Background: an optimization exercise with open tools, aiming at a short achievable clock period and few clock cycles. Do not read the settings as production practice.
In this exercise RTL edits were held to simulation tests only and were not proved equivalent to the original.

### flow/config.mk
export PLATFORM = sky130hd
export DESIGN_NAME = mips
export DESIGN_NICKNAME = mips
export VERILOG_FILES = /design/flow/design.v
export SDC_FILE = /design/flow/constraint.sdc
export NUM_CORES = 4
export LEC_CHECK = 0
export CAP_MARGIN = 20
export CELL_PAD_IN_SITES_DETAIL_PLACEMENT = 1
export CELL_PAD_IN_SITES_GLOBAL_PLACEMENT = 3
export CORE_MARGIN = 2
export CORE_UTILIZATION = 30
export PLACE_DENSITY = 0.4
export SLEW_MARGIN = 20
### flow/constraint.sdc
create_clock -name core_clock -period 200.0 [get_ports {clk}]
set_input_delay 40.0000 -clock core_clock [delete_from_list [all_inputs] [get_ports {clk}]]
set_output_delay 40.0000 -clock core_clock [all_outputs]
set_load 0.01 [all_outputs]
### flow/design.v
`timescale 1ns / 1ps
module mul_div #(parameter DSTEP = 4) (
    input clk,
    input rst,
    input start,             
    input [1:0] op,          
    input [31:0] a,
    input [31:0] b,
    input mthi,
    input mtlo,
    output reg [31:0] hi,
    output reg [31:0] lo,
    output reg hi_pend,
    output reg lo_pend
    );
    reg mul_busy;
    reg [32:0] ma, mb;
    wire [65:0] prod = $signed(ma) * $signed(mb);
    localparam NIT = 32 / DSTEP;
    reg div_busy, div_fix;
    reg [5:0] dcnt;
    reg [31:0] drem, dq, dd;
    reg dnegq, dnegr, dzero;
    wire sgn = (op == 2'd2);
    wire neg1 = sgn & a[31];
    wire neg2 = sgn & b[31];
    wire [31:0] ua = neg1 ? -a : a;
    wire [31:0] ub = neg2 ? -b : b;
    reg [31:0] nrem, nq;
    reg [32:0] t;
    integer k;
    always @(*) begin
        nrem = drem;
        nq = dq;
        for (k = 0; k < DSTEP; k = k + 1) begin
            t = {nrem, nq[31]};
            nq = {nq[30:0], 1'b0};
            if (t >= {1'b0, dd}) begin
                t = t - {1'b0, dd};
                nq[0] = 1'b1;
            end
            nrem = t[31:0];
        end
    end
    always @(posedge clk) begin
        if (rst) begin
            hi <= 0; lo <= 0;
            hi_pend <= 0; lo_pend <= 0;
            mul_busy <= 0; div_busy <= 0; div_fix <= 0;
            dcnt <= 0;
        end else begin
            if (mul_busy) begin
                if (hi_pend) hi <= prod[63:32];
                if (lo_pend) lo <= prod[31:0];
                hi_pend <= 0; lo_pend <= 0;
                mul_busy <= 0;
            end
            if (div_busy) begin
                drem <= nrem;
                dq <= nq;
                dcnt <= dcnt - 1;
                if (dcnt == 1) begin
                    div_busy <= 0;
                    div_fix <= 1;
                end
            end
            if (div_fix) begin
                div_fix <= 0;
                if (hi_pend) hi <= dnegr ? -drem : drem;
                if (lo_pend) lo <= dzero ? 32'hffffffff : (dnegq ? -dq : dq);
                hi_pend <= 0; lo_pend <= 0;
            end
            if (mthi) begin hi <= a; hi_pend <= 0; end
            if (mtlo) begin lo <= a; lo_pend <= 0; end
            if (start) begin
                hi_pend <= 1; lo_pend <= 1;
                mul_busy <= ~op[1];
                div_busy <= op[1];
                div_fix <= 0;
                ma <= {~op[0] & a[31], a};
                mb <= {~op[0] & b[31], b};
                dcnt <= NIT;
                drem <= 0;
                dq <= ua;
                dd <= ub;
                dnegq <= neg1 ^ neg2;
                dnegr <= neg1;
                dzero <= (b == 0);
            end
        end
    end
endmodule
`timescale 1ns / 1ps
module xu(
    input [31:0] ir,
    input [31:0] pc,
    input [31:0] rs_v,
    input [31:0] rt_v,
    input [31:0] hi,
    input [31:0] lo,
    output [4:0] rs,
    output [4:0] rt,
    output use_rs,
    output use_rt,
    output [4:0] dst,
    output writes,
    output is_load,
    output is_store,
    output is_md,            
    output f_md,             
    output f_mthi,
    output f_mtlo,
    output f_mfhi,
    output f_mflo,
    output is_cti,           
    output taken,
    output [31:0] target,
    output reg [31:0] res,
    output [31:0] addr,
    output reg [3:0] be,
    output reg [31:0] wdata
    );
    wire [5:0] op = ir[31:26];
    assign rs = ir[25:21];
    assign rt = ir[20:16];
    wire [4:0] rd = ir[15:11];
    wire [4:0] sa = ir[10:6];
    wire [5:0] fn = ir[5:0];
    wire [15:0] imm = ir[15:0];
    wire is_r   = (op == 6'b000000);
    wire f_sll  = is_r & (fn == 6'b000000);
    wire f_srl  = is_r & (fn == 6'b000010);
    wire f_sra  = is_r & (fn == 6'b000011);
    wire f_sllv = is_r & (fn == 6'b000100);
    wire f_srlv = is_r & (fn == 6'b000110);
    wire f_srav = is_r & (fn == 6'b000111);
    wire f_jr   = is_r & (fn == 6'b001000);
    wire f_jalr = is_r & (fn == 6'b001001);
    assign f_mfhi = is_r & (fn == 6'b010000);
    assign f_mthi = is_r & (fn == 6'b010001);
    assign f_mflo = is_r & (fn == 6'b010010);
    assign f_mtlo = is_r & (fn == 6'b010011);
    assign f_md   = is_r & (fn[5:2] == 4'b0110);
    assign is_md  = f_md | f_mfhi | f_mthi | f_mflo | f_mtlo;
    wire f_sub  = is_r & (fn[5:1] == 5'b10001);
    wire f_and  = is_r & (fn == 6'b100100);
    wire f_or   = is_r & (fn == 6'b100101);
    wire f_xor  = is_r & (fn == 6'b100110);
    wire f_nor  = is_r & (fn == 6'b100111);
    wire f_slt  = is_r & (fn == 6'b101010);
    wire f_sltu = is_r & (fn == 6'b101011);
    wire o_j     = (op == 6'b000010);
    wire o_jal   = (op == 6'b000011);
    wire o_beq   = (op == 6'b000100);
    wire o_bne   = (op == 6'b000101);
    wire o_blez  = (op == 6'b000110);
    wire o_bgtz  = (op == 6'b000111);
    wire o_rimm  = (op == 6'b000001);
    wire o_ialu  = (op[5:3] == 3'b001);
    wire o_slti  = (op == 6'b001010);
    wire o_sltiu = (op == 6'b001011);
    wire o_andi  = (op == 6'b001100);
    wire o_ori   = (op == 6'b001101);
    wire o_xori  = (op == 6'b001110);
    wire o_lui   = (op == 6'b001111);
    assign is_load  = (op[5:3] == 3'b100);
    assign is_store = (op[5:3] == 3'b101);
    wire shift_imm = f_sll | f_srl | f_sra;
    assign use_rs = ~(o_j | o_jal | o_lui | shift_imm | f_mfhi | f_mflo);
    assign use_rt = (is_r & ~(f_jr | f_jalr | f_mfhi | f_mflo | f_mthi | f_mtlo)) | is_store | o_beq | o_bne;
    wire wr_rd = is_r & ~(f_jr | f_md | f_mthi | f_mtlo);
    assign dst = wr_rd ? rd : o_jal ? 5'd31 : rt;
    assign writes = (wr_rd | o_ialu | is_load | o_jal) & (dst != 5'd0);
    wire [31:0] simm = {{16{imm[15]}}, imm};
    wire [31:0] zimm = {16'd0, imm};
    wire [31:0] bop = is_r ? rt_v : (o_andi | o_ori | o_xori) ? zimm : simm;
    wire [31:0] sum = rs_v + bop;
    wire [31:0] dif = rs_v - bop;
    wire lt_s = $signed(rs_v) < $signed(bop);
    wire lt_u = rs_v < bop;
    wire [4:0] shamt = shift_imm ? sa : rs_v[4:0];
    wire [31:0] pc4 = pc + 32'd4;
    wire [31:0] pc8 = pc + 32'd8;
    always @(*) begin
        if (f_sll | f_sllv) res = rt_v << shamt;
        else if (f_srl | f_srlv) res = rt_v >> shamt;
        else if (f_sra | f_srav) res = $signed(rt_v) >>> shamt;
        else if (f_sub) res = dif;
        else if (f_and | o_andi) res = rs_v & bop;
        else if (f_or | o_ori) res = rs_v | bop;
        else if (f_xor | o_xori) res = rs_v ^ bop;
        else if (f_nor) res = ~(rs_v | bop);
        else if (f_slt | o_slti) res = {31'd0, lt_s};
        else if (f_sltu | o_sltiu) res = {31'd0, lt_u};
        else if (o_lui) res = {imm, 16'd0};
        else if (f_jalr | o_jal) res = pc8;
        else if (f_mfhi) res = hi;
        else if (f_mflo) res = lo;
        else res = sum;
    end
    wire eq = (rs_v == rt_v);
    wire rs_z = (rs_v == 32'd0);
    wire cond = (o_beq & eq) | (o_bne & ~eq) | (o_blez & (rs_v[31] | rs_z)) |
                (o_bgtz & ~rs_v[31] & ~rs_z) |
                (o_rimm & (rt == 5'd0) & rs_v[31]) | (o_rimm & (rt == 5'd1) & ~rs_v[31]);
    wire jump = o_j | o_jal | f_jr | f_jalr;
    assign is_cti = jump | o_beq | o_bne | o_blez | o_bgtz | o_rimm;
    assign taken = cond | jump;
    wire [31:0] btarget = pc4 + {simm[29:0], 2'b00};
    assign target = (f_jr | f_jalr) ? rs_v : (o_j | o_jal) ? {pc4[29:26], ir[25:0], 2'b00} : btarget;
    assign addr = rs_v + simm;
    always @(*) begin
        case (op[1:0])
            2'b00: begin be = 4'b0001 << addr[1:0]; wdata = {4{rt_v[7:0]}}; end
            2'b01: begin be = addr[1] ? 4'b1100 : 4'b0011; wdata = {2{rt_v[15:0]}}; end
            default: begin be = 4'b1111; wdata = rt_v; end
        endcase
    end
endmodule
`timescale 1ns / 1ps
module mips(
    input clk,
    input reset,
    output [31:0] i_addr,
    input [31:0] i_data,
    output [31:0] d_addr,
    output [31:0] d_wdata,
    output [3:0] d_be,
    input [31:0] d_rdata,
    output wb_en,
    output [4:0] wb_reg,
    output [31:0] wb_data,
    output [31:0] wb_pc
    );
    localparam QB = 5;       
    localparam QN = 1 << QB;
    localparam PF = 22;       
    localparam CB = 5;       
    reg rst;
    always @(posedge clk) rst <= reset;
    wire rst_out = reset | rst;
    reg [31:0] ia;
    assign i_addr = ia;
    reg fq_v;
    reg [31:0] fq_pc, fq_ir;
    always @(posedge clk) begin
        fq_v <= ~reset;
        fq_pc <= ia;
        fq_ir <= i_data;
    end
    localparam TB = 15;
    reg [(1<<CB)-1:0] c_v;
    reg [TB-CB-3:0] c_tag [0:(1<<CB)-1];
    reg [31-TB:0] ctop;
    reg [31:0] c_ir [0:(1<<CB)-1];
    always @(posedge clk) begin
        if (rst) c_v <= 0;
        else if (fq_v && fq_pc[31:TB] != ctop) c_v <= 1 << fq_pc[CB+1:2];
        else if (fq_v) c_v[fq_pc[CB+1:2]] <= 1'b1;
        if (fq_v) ctop <= fq_pc[31:TB];
        if (fq_v) begin
            c_tag[fq_pc[CB+1:2]] <= fq_pc[TB-1:CB+2];
            c_ir[fq_pc[CB+1:2]] <= fq_ir;
        end
    end
    function hit;
        input [31:0] a;
        hit = c_v[a[CB+1:2]] & (c_tag[a[CB+1:2]] == a[TB-1:CB+2]) & (a[31:TB] == ctop);
    endfunction
    reg [31:0] pc;           
    reg redir;               
    reg [31:0] rtgt;
    wire [31:0] a0 = pc;
    wire [31:0] a1 = redir ? rtgt : pc + 32'd4;
    wire fq0 = fq_v & (fq_pc == a0);
    wire fq1 = fq_v & (fq_pc == a1);
    wire av0 = fq0 | hit(a0);
    wire av1 = fq1 | hit(a1);
    wire [31:0] ir0 = fq0 ? fq_ir : c_ir[a0[CB+1:2]];
    wire [31:0] ir1 = fq1 ? fq_ir : c_ir[a1[CB+1:2]];
    reg [1023:0] rf;
    reg m_v0, m_v1, m_ld0, m_ld1;
    reg [4:0] m_rd0, m_rd1;
    reg [31:0] m_res0, m_res1;
    reg [QB-1:0] m_qi;
    reg [2:0] m_lt;
    reg [31:0] d_addr_r, d_wdata_r;
    reg [3:0] d_be_r;
    reg w_v0, w_v1, w_ld0, w_ld1;
    reg [4:0] w_rd0, w_rd1;
    reg [31:0] w_res0, w_res1, w_raw;
    reg [QB-1:0] w_qi;
    reg [2:0] w_lt;
    reg [1:0] w_al;
    reg [31:0] ldv;
    always @(*) begin
        case (w_lt)
            3'b000: ldv = {{24{w_raw[w_al*8+7]}}, w_raw[w_al*8 +: 8]};
            3'b100: ldv = {24'd0, w_raw[w_al*8 +: 8]};
            3'b001: ldv = w_al[1] ? {{16{w_raw[31]}}, w_raw[31:16]} : {{16{w_raw[15]}}, w_raw[15:0]};
            3'b101: ldv = w_al[1] ? {16'd0, w_raw[31:16]} : {16'd0, w_raw[15:0]};
            default: ldv = w_raw;
        endcase
    end
    wire [31:0] w_val0 = w_ld0 ? ldv : w_res0;
    wire [31:0] w_val1 = w_ld1 ? ldv : w_res1;
    function [31:0] fwd;
        input [4:0] r;
        if (r == 5'd0) fwd = 32'd0;
        else if (m_v1 & (m_rd1 == r)) fwd = m_res1;
        else if (m_v0 & (m_rd0 == r)) fwd = m_res0;
        else if (w_v1 & (w_rd1 == r)) fwd = w_val1;
        else if (w_v0 & (w_rd0 == r)) fwd = w_val0;
        else fwd = rf[r*32 +: 32];
    endfunction
    function ldhaz;
        input [4:0] r;
        ldhaz = (m_v1 & (m_rd1 == r)) ? m_ld1 : (m_v0 & (m_rd0 == r) & m_ld0);
    endfunction
    wire [31:0] hi, lo;
    wire hi_pend, lo_pend;
    wire [4:0] rs0, rt0, dst0;
    wire use_rs0, use_rt0, wr0, ld0, st0, md0, fmd0, mthi0, mtlo0, mfhi0, mflo0, cti0, tk0;
    wire [31:0] tgt0, res0, addr0, wdata0;
    wire [3:0] be0;
    wire [31:0] rs0_v = fwd(rs0);
    wire [31:0] rt0_v = fwd(rt0);
    xu x0(.ir(ir0), .pc(a0), .rs_v(rs0_v), .rt_v(rt0_v), .hi(hi), .lo(lo),
          .rs(rs0), .rt(rt0), .use_rs(use_rs0), .use_rt(use_rt0), .dst(dst0), .writes(wr0),
          .is_load(ld0), .is_store(st0), .is_md(md0), .f_md(fmd0), .f_mthi(mthi0), .f_mtlo(mtlo0),
          .f_mfhi(mfhi0), .f_mflo(mflo0), .is_cti(cti0), .taken(tk0), .target(tgt0),
          .res(res0), .addr(addr0), .be(be0), .wdata(wdata0));
    wire [4:0] rs1, rt1, dst1;
    wire use_rs1, use_rt1, wr1, ld1, st1, md1, fmd1, mthi1, mtlo1, mfhi1, mflo1, cti1, tk1;
    wire [31:0] tgt1, res1, addr1, wdata1;
    wire [3:0] be1;
    wire dep_rs1 = wr0 & (dst0 == rs1);
    wire dep_rt1 = wr0 & (dst0 == rt1);
    wire [31:0] rs1_v = dep_rs1 ? res0 : fwd(rs1);
    wire [31:0] rt1_v = dep_rt1 ? res0 : fwd(rt1);
    xu x1(.ir(ir1), .pc(a1), .rs_v(rs1_v), .rt_v(rt1_v), .hi(hi), .lo(lo),
          .rs(rs1), .rt(rt1), .use_rs(use_rs1), .use_rt(use_rt1), .dst(dst1), .writes(wr1),
          .is_load(ld1), .is_store(st1), .is_md(md1), .f_md(fmd1), .f_mthi(mthi1), .f_mtlo(mtlo1),
          .f_mfhi(mfhi1), .f_mflo(mflo1), .is_cti(cti1), .taken(tk1), .target(tgt1),
          .res(res1), .addr(addr1), .be(be1), .wdata(wdata1));
    reg [QB:0] qc;
    wire haz0 = (use_rs0 & ldhaz(rs0)) | (use_rt0 & ldhaz(rt0)) |
                (mfhi0 & hi_pend) | (mflo0 & lo_pend);
    wire iss0 = av0 & ~haz0 & (qc + wr0 <= QN);
    wire haz1 = (use_rs1 & (dep_rs1 ? ld0 : ldhaz(rs1))) | (use_rt1 & (dep_rt1 ? ld0 : ldhaz(rt1))) |
                (mfhi1 & hi_pend) | (mflo1 & lo_pend);
    wire iss1 = iss0 & av1 & ~haz1 & ~((ld0 | st0) & (ld1 | st1)) & ~(md0 & md1) &
                (qc + wr0 + wr1 <= QN);
    reg [31:0] pc_n, rtgt_n;
    reg redir_n;
    always @(*) begin
        pc_n = pc; redir_n = redir; rtgt_n = rtgt;
        if (iss1) begin
            if (tk0) begin pc_n = tgt0; redir_n = 1'b0; end
            else if (tk1) begin pc_n = a1 + 32'd4; redir_n = 1'b1; rtgt_n = tgt1; end
            else begin pc_n = a1 + 32'd4; redir_n = 1'b0; end
        end else if (iss0) begin
            if (tk0) begin pc_n = a0 + 32'd4; redir_n = 1'b1; rtgt_n = tgt0; end
            else if (redir) begin pc_n = rtgt; redir_n = 1'b0; end
            else begin pc_n = a0 + 32'd4; redir_n = 1'b0; end
        end
    end
    wire [31:0] after1 = redir_n ? rtgt_n : pc_n + 32'd4;
    reg [31:0] pf, pf_n, ia_n;
    wire [31:0] pfd = pf - after1;
    wire pf_behind = pfd[31] | (pfd == 32'd0);
    wire pf_far = ~pf_behind & (pfd > 4 * PF);
    wire [31:0] a1p4 = after1 + 32'd4;
    wire [31:0] pfb = pf_behind ? a1p4 : pf;
    wire ok0 = !hit(pc_n) && (pc_n != ia) && !(fq_v && (pc_n == fq_pc));
    wire ok1 = !hit(after1) && (after1 != ia) && !(fq_v && (after1 == fq_pc));
    wire okpa = !hit(a1p4) && (a1p4 != ia) && !(fq_v && (a1p4 == fq_pc));
    wire okpf = !hit(pf) && (pf != ia) && !(fq_v && (pf == fq_pc));
    wire okp = pf_behind ? okpa : okpf;
    always @(*) begin
        if (ok0) begin
            ia_n = pc_n;
            pf_n = (pc_n == pfb) ? pfb + 32'd4 : pfb;
        end else if (ok1) begin
            ia_n = after1;
            pf_n = pfb;
        end else if (pf_far) begin
            ia_n = pfb;
            pf_n = pfb;
        end else if (okp) begin
            ia_n = pfb;
            pf_n = pfb + 32'd4;
        end else begin
            ia_n = pfb + 32'd4;
            pf_n = pfb + 32'd8;
        end
    end
    always @(posedge clk) begin
        if (reset) ia <= 32'h00003000;
        else if (rst) ia <= 32'h00003004;
        else ia <= ia_n;
        if (rst) begin
            pc <= 32'h00003000;
            redir <= 1'b0;
            rtgt <= 32'd0;
            pf <= 32'h00003008;
        end else begin
            pc <= pc_n;
            redir <= redir_n;
            rtgt <= rtgt_n;
            pf <= pf_n;
        end
    end
    wire md_s1 = iss1 & md1;
    mul_div md(
        .clk(clk), .rst(rst),
        .start(md_s1 ? fmd1 : iss0 & fmd0), .op(md_s1 ? ir1[1:0] : ir0[1:0]),
        .a(md_s1 ? rs1_v : rs0_v), .b(md_s1 ? rt1_v : rt0_v),
        .mthi(md_s1 ? mthi1 : iss0 & mthi0), .mtlo(md_s1 ? mtlo1 : iss0 & mtlo0),
        .hi(hi), .lo(lo), .hi_pend(hi_pend), .lo_pend(lo_pend));
    wire mem1 = iss1 & (ld1 | st1);
    always @(posedge clk) begin
        if (rst) begin
            m_v0 <= 1'b0;
            m_v1 <= 1'b0;
        end else begin
            m_v0 <= iss0 & wr0;
            m_v1 <= iss1 & wr1;
        end
        m_ld0 <= ld0;
        m_ld1 <= ld1;
        m_rd0 <= dst0;
        m_rd1 <= dst1;
        m_res0 <= res0;
        m_res1 <= res1;
        m_qi <= ld_qi;
        m_lt <= mem1 ? ir1[28:26] : ir0[28:26];
        d_addr_r <= mem1 ? addr1 : addr0;
        d_wdata_r <= mem1 ? wdata1 : wdata0;
        d_be_r <= rst_out ? 4'b0000 : (iss0 & st0) ? be0 : (iss1 & st1) ? be1 : 4'b0000;
    end
    assign d_addr = d_addr_r;
    assign d_wdata = d_wdata_r;
    assign d_be = d_be_r;
    always @(posedge clk) begin
        if (rst) begin
            w_v0 <= 1'b0;
            w_v1 <= 1'b0;
        end else begin
            w_v0 <= m_v0;
            w_v1 <= m_v1;
        end
        w_ld0 <= m_ld0;
        w_ld1 <= m_ld1;
        w_rd0 <= m_rd0;
        w_rd1 <= m_rd1;
        w_res0 <= m_res0;
        w_res1 <= m_res1;
        w_qi <= m_qi;
        w_lt <= m_lt;
        w_al <= d_addr_r[1:0];
        w_raw <= d_rdata;
    end
    genvar g;
    generate
        for (g = 1; g < 32; g = g + 1) begin : regs
            always @(posedge clk) begin
                if (rst) rf[g*32 +: 32] <= 32'd0;
                else if (w_v1 & (w_rd1 == g)) rf[g*32 +: 32] <= w_val1;
                else if (w_v0 & (w_rd0 == g)) rf[g*32 +: 32] <= w_val0;
            end
        end
    endgenerate
    reg [31:0] q_pc [0:QN-1];
    reg [4:0] q_rd [0:QN-1];
    reg [31:0] q_data [0:QN-1];
    reg [QN-1:0] q_rdy;
    reg [QB-1:0] qh;
    reg t_en;
    reg [4:0] t_reg;
    reg [31:0] t_data, t_pc;
    wire ev0 = iss0 & wr0;
    wire ev1 = iss1 & wr1;
    wire qe = (qc == 0);
    wire byp0 = qe & ev0 & ~ld0;
    wire byp1 = qe & ~ev0 & ev1 & ~ld1;
    wire push0 = ev0 & ~byp0;
    wire push1 = ev1 & ~byp1;
    wire [QB-1:0] qt = qh + qc[QB-1:0];
    wire [QB-1:0] pos0 = qt;
    wire [QB-1:0] pos1 = qt + push0;
    wire [QB-1:0] ld_qi = ld0 ? pos0 : pos1;
    wire fill = w_v0 & w_ld0 | w_v1 & w_ld1;
    wire head_fill = fill & (w_qi == qh);
    wire pop = ~qe & (q_rdy[qh] | head_fill);
    genvar e;
    generate
        for (e = 0; e < QN; e = e + 1) begin : tq
            always @(posedge clk) begin
                if (push0 && pos0 == e) begin
                    q_pc[e] <= a0; q_rd[e] <= dst0; q_data[e] <= res0; q_rdy[e] <= ~ld0;
                end else if (push1 && pos1 == e) begin
                    q_pc[e] <= a1; q_rd[e] <= dst1; q_data[e] <= res1; q_rdy[e] <= ~ld1;
                end else if (fill && w_qi == e) begin
                    q_data[e] <= ldv; q_rdy[e] <= 1'b1;
                end
            end
        end
    endgenerate
    always @(posedge clk) begin
        if (rst) begin
            qh <= 0;
            qc <= 0;
        end else begin
            qh <= qh + pop;
            qc <= qc + push0 + push1 - pop;
        end
        t_en <= rst_out ? 1'b0 : (pop | byp0 | byp1);
        if (pop) {t_pc, t_reg, t_data} <= {q_pc[qh], q_rd[qh], q_rdy[qh] ? q_data[qh] : ldv};
        else if (byp0) {t_pc, t_reg, t_data} <= {a0, dst0, res0};
        else {t_pc, t_reg, t_data} <= {a1, dst1, res1};
    end
    assign wb_en = t_en;
    assign wb_reg = t_reg;
    assign wb_data = t_data;
    assign wb_pc = t_pc;
endmodule
### flow/flow/run.sh
#!/bin/bash
# The standard ORFS layout, with these changes to how it is made:
#  - ports get sky130 buf_4 cells as their buffers instead of delay cells;
export BUFFER_PORTS_ARGS="-buffer_cell sky130_fd_sc_hd__buf_4"
bash standard.sh SETUP_SLACK_MARGIN=159 SKIP_BUFFER_REMOVAL=1 FASTROUTE_TCL=$PWD/flow/fastroute.tcl finish > standard.log 2>&1
### flow/flow/fastroute.tcl
# Global routing layers for this design: the standard sky130hd set-up, but
# with less of met1 and met2 offered to the global router (the row power
# rails and cell pins crowd them), so that more wiring goes to met3/met4.
set_global_routing_layer_adjustment met1 0.6
set_global_routing_layer_adjustment met2 0.35
set_global_routing_layer_adjustment met3-met5 0.2

set_routing_layers -clock met3-met5
set_routing_layers -signal met1-met5
### flow/standard.sh
#!/bin/bash
# synth_recipe.tcl (not shown) runs the flow's synth.tcl, then flattens the netlist and writes it again
# the make line also repeats each setting of config.mk as NAME=value (left out here)
make -C /OpenROAD-flow-scripts/flow DESIGN_CONFIG=/design/flow/config.mk WORK_HOME=/design/flow/orfs CLKGATE_MAP_FILE= SYNTH_SCRIPT=/design/flow/synth_recipe.tcl "${@:-finish}"
==> results of run 1 <==
[cell type report]
class / instances / area (um^2) / area share (%)
Antenna cell: 1377 / 3450 / 0.743
Clock buffer: 936 / 19300 / 4.16
Clock inverter: 356 / 4000 / 0.863
Inverter: 1848 / 6980 / 1.50
Multi-Input combinational cell: 34841 / 240000 / 51.8
Sequential cell: 5350 / 145000 / 31.2
Tap cell: 17720 / 22200 / 4.78
Timing Repair Buffer: 2822 / 23000 / 4.96
[logic make-up after synthesis]
family,share of synthesized area (%)
muxes,8.99
and+or+nand+nor,16.3
AOI/OAI and AO/OA,21.8
xor gates and xnor gates,2.87
adders and majority gates,7.96
DFF,35.9
buffers and inverters,6.21
[stage by stage]
step	util (%)	setup slack [ps]	std cells	hold slack (ps)
floorplan	-	159190	46434	310
global placement	32.5	158690	62486	314
detailed placement	32.5	158710	62515	315
CTS	34.4	158190	63841	327
global route	34.6	158240	64808	336
finish	34.7	158240	65250	326
[worst max-delay path by stage]
stage               slack [ps]          to  cells past startpoint
floorplan               159190      ia[15]                      4
global placement        158690       ia[3]                      3
detailed placement      158710       ia[3]                      3
CTS                     158190   d_addr[1]                      1
global route            158240  i_addr[23]                      1
finish                  158240   d_addr[1]                      1
[placed cells by master (no fill, tap or decap), types with 141 or more instances in the layout]
cell	netlist	final
clkbuf_1	3376	151
a221oi_1	539	538
buf_4	107	2546
a22oi_1	534	530
nor3_1	570	524
nand4_1	409	409
buf_6	35	184
mux4_2	698	698
a21o_1	217	176
a22o_1	379	378
nor2_1	4583	4306
inv_1	1820	1816
nor2_4	2	231
a211oi_1	2000	1975
o21ai_0	3715	3575
o211ai_1	433	433
a21oi_1	3235	3115
dfxtp_1	1649	1408
mux2_2	336	333
nand2_1	6961	6849
xor2_1	349	347
mux2i_1	1624	1524
fa_1	1141	1140
clkbuf_16	0	706
nand2b_1	184	179
and3_1	432	426
a31oi_1	450	419
nand3_1	904	893
o21ai_1	97	141
nor4_1	206	190
dfxtp_2	0	195
diode_2	0	1377
edfxtp_1	3701	3701
and2_1	384	377
ha_1	731	730
o22ai_1	427	408
xnor2_1	935	925
[routing by layer]
layer	wire (um)	GRT usage, %
met5	23000	15.6
met4	385000	51.6
met3	671000	51.8
met2	1220000	72.8
met1	937000	73.7
[timing repair]
| action | 4_1_cts | 5_1_grt |
|---|---|---|
| hold buffers | 0 | 0 |
| buffers inserted | 34 | 1 |
| resized for setup | 353 | 19 |
| endpoints found under the hold margin | 0 | 0 |
| endpoints found under the setup margin | 170 | 170 |
==> results.json, run 1 <==
{
  "status": "finished with violations",
  "so.violations": "capacitance limit, slew limit",
  "routed_wl_um": 3240000,
  "clkSinkCount": 5350,
  "drc": 0,
  "placed_area_um2": 435000,
  "ys_top_cells_by_area": "edfxtp_1, dfxtp_1, nand2_1",
  "syn2layout_area_growth_pct": 15.4,
  "gr-total-overflow": 0,
  "coreArea_um2": 1340000,
  "cp.arrival_ps": 1760,
  "dieArea_um2": 1350000,
  "boundaryPins": 236,
  "drt-initial-drc-count": 25582,
  "critPathLaunchType": "register",
  "synth_area_um2": 402000,
  "crit_family": "flip-flops",
  "drive_gt1_share_pct": 14.1,
  "avgSynthCellArea_um2": 8.66,
  "grt_usage_pct": 61.2,
  "wire_per_inst_um": 49.7,
  "worstHoldPathCells": 0,
  "fin_nets": 47502,
  "viasPerCell": 6.42,
  "antenna_found_initial": 624,
  "setup_viol": 0,
  "post-route-min-period_ps": 41760,
  "cts_buffer_depth": 5,
  "tightest_slew_ps": 1600,
  "yosys.cell_types.count": 145,
  "critical_path_peak_fanout": 2,
  "gp_congestion": 1.09,
  "slew_violations": 24,
  "dieHeight_um": 1160,
  "critPathKind": "reg2out",
  "finalCritPeriodShare_pct": 20.9,
  "min_path_type": "reg2reg",
  "yosysMostFrequentCell": "nand2_1",
  "crit_slowest_cell": "dfxtp_2",
  "worst_setup_hold_path_clk_slew_ps": 70,
  "cp.required_ps": 160000,
  "worstRegToRegCells": 81,
  "synth_cells": 46434,
  "ys.flop_type": "edfxtp_1",
  "r2r_end": "pf[28]",
  "rsz0062_at_grt": "yes",
  "grt_start_max_net_pins": 183,
  "start_util_pct": 30.1,
  "crit_start": "d_addr_r[1]",
  "slew_headroom_pct": -6.36,
  "synth-edff-count": 3701,
  "crit_chain": "buf_6",
  "synth_nets": 48372,
  "cts-root-buf": "clkbuf_16",
  "synth_seq_cells": 5350,
  "grt_pass1_wl_um": 4230000,
  "insertion_delay_ps": 1330,
  "synth_top_cell_by_area": "edfxtp_1",
  "yosysWarnings": 38,
  "ys_seq_area_share_pct": 35.9,
  "synth_common_cells": "nand2_1, nor2_1, o21ai_0",
  "hpwl_um": 2270000,
  "ant_nets": 0,
  "die_w_um": 1160,
  "cts_made_buffers": 701,
  "r2r-start": "pc[2]",
  "fmax_mhz": 23.9,
  "portBuffers": 235,
  "vias": 418834,
  "fill_cells": 152840,
  "hold_viol_final": 0,
  "whs_endpoint": "w_qi[3]",
  "synth_top_area_share_pct": 27.6,
  "fin_setup_tns_ps": 0,
  "grt_pass1_vias": 449667,
  "worstHoldStart": "m_qi[3]",
  "first_pass_iters": 6,
  "h-tree-depth": 6,
  "cp-end-kind": "primary output",
  "design_area_um2": 464000,
  "crit_buf_inv": 1,
  "drv_cap": 3,
  "synthArstFlopShare_pct": 0,
  "rows": 425,
  "skew_ps": 136,
  "slowest_delay_ps": 330,
  "r2r_slack_ps": 166360,
  "cts_tree": "built"
}
Testbench counts, summed over its fixed seeds: cycles 50,516.
==> inputs of run 2 (changes only) <==
--- a/flow/config.mk
+++ b/flow/config.mk
@@ -9,6 +9,6 @@
 export CELL_PAD_IN_SITES_DETAIL_PLACEMENT = 1
 export CELL_PAD_IN_SITES_GLOBAL_PLACEMENT = 3
 export CORE_MARGIN = 2
-export CORE_UTILIZATION = 30
-export PLACE_DENSITY = 0.4
+export CORE_UTILIZATION = 40
+export PLACE_DENSITY = 0.5
 export SLEW_MARGIN = 20
==> run 2 against run 1 <==
The run now fails in 5_1_grt; synthesized cell count did not move; synthesized area stayed put.
==> results.json, run 2 <==
{
  "placed_area_um2": 427000,
  "synth_cells": 46434,
  "portBuffers": 235,
  "hpwl_um": 1990000,
  "postCtsHoldBufs": 0,
  "start_util_pct": 40.1,
  "synth_common_cells": "nand2_1, nor2_1, o21ai_0",
  "status": "stopped before the end",
  "error": "[ERROR GRT-0116] Global routing finished with congestion. Check the congestion regions in the DRC Viewer.",
  "rows": 368,
  "grt_pass1_wl_um": 3950000,
  "yosysWarnings": 38,
  "cts_made_buffers": 659,
  "lastStage": "5_1_grt",
  "boundaryPins": 236,
  "grt_pass1_vias": 474792,
  "synth_top_area_share_pct": 27.6,
  "ys_seq_area_share_pct": 35.9,
  "synth_top_cell_by_area": "edfxtp_1",
  "gr-total-overflow": 3,
  "cts-root-buf": "clkbuf_16",
  "ys_top_cells_by_area": "edfxtp_1, dfxtp_1, nand2_1",
  "clkSinkCount": 5350,
  "dieHeight_um": 1010,
  "cts_buffer_depth": 5,
  "synth_nets": 48372,
  "gp_congestion": 1.15,
  "grt_start_max_net_pins": 154,
  "yosys.cell_types.count": 145,
  "synth_area_um2": 402000,
  "die_w_um": 1010,
  "synth-edff-count": 3701,
  "h-tree-depth": 6,
  "synthArstFlopShare_pct": 0,
  "grt_usage_pct": 73.9,
  "synth_seq_cells": 5350,
  "yosysMostFrequentCell": "nand2_1",
  "ys.flop_type": "edfxtp_1",
  "avgSynthCellArea_um2": 8.66
}
## run 2: cell counts after synthesis
Identical to the previous run, type by type.
## run 2: timing repair
action | CTS
setup endpoints to repair | 170
gates resized for setup | 359
buffers inserted | 33
## run 2: through the flow
step / std cells / setup slack (ps)
global placement: 57801 / 158830
floorplan: 46434 / 159190
CTS: 59057 / 158290
detailed placement: 57824 / 158820
## run 2: worst max-delay path by stage
stage                     startpoint    endpoint  slack (ps)
after CTS                     ia[25]  i_addr[25]      158290
after floorplan                reset      ia[15]      159190
after global placement         reset        t_en      158830
after detailed placement       reset      ia[18]      158820
## run 2: logic make-up after synthesis
group / synth area share, %
xor+xnor: 2.87
fa+ha+maj: 7.96
mux: 8.99
simple gates: 16.3
buf+inv: 6.21
compound gates: 21.8
flops: 35.9
## run 2: per-layer routing
| metal | track usage, % | GRT overflow |
|---|---|---|
| met5 | 44.7 | 2 |
| met2 | 83.0 | 0 |
| met4 | 67.3 | 1 |
| met3 | 68.0 | 0 |
| met1 | 80.0 | 0 |

[port drivers added, routing unchanged]
The flow's constraints put no driver on any port. The routed layout listed below was extracted and timed again, unchanged, in two steps. Step 1 sets driving cells, clkbuf_16 on the clock port and buf_2 on the other inputs (assumed; they add their load-dependent delay and slew). Step 2 times the ports against the registers' clock, not the clock port: input delays grow and output delays shrink by t, the midpoint of the rising clock arrivals with the driver on. Three values: no drivers, after step 1, after step 2; two values: the first two.
run: run 1
t, ns: 1.449
slack for setup (ns): 158.242 / 158.051 / 158.674
slew at the worst register clock pin (ns): 0.09 / 0.09
worst data-port slew with drivers (ns): 0.06
The setup slack of run 1 moves by -0.191 ns with the drivers and by +0.432 ns with both steps.
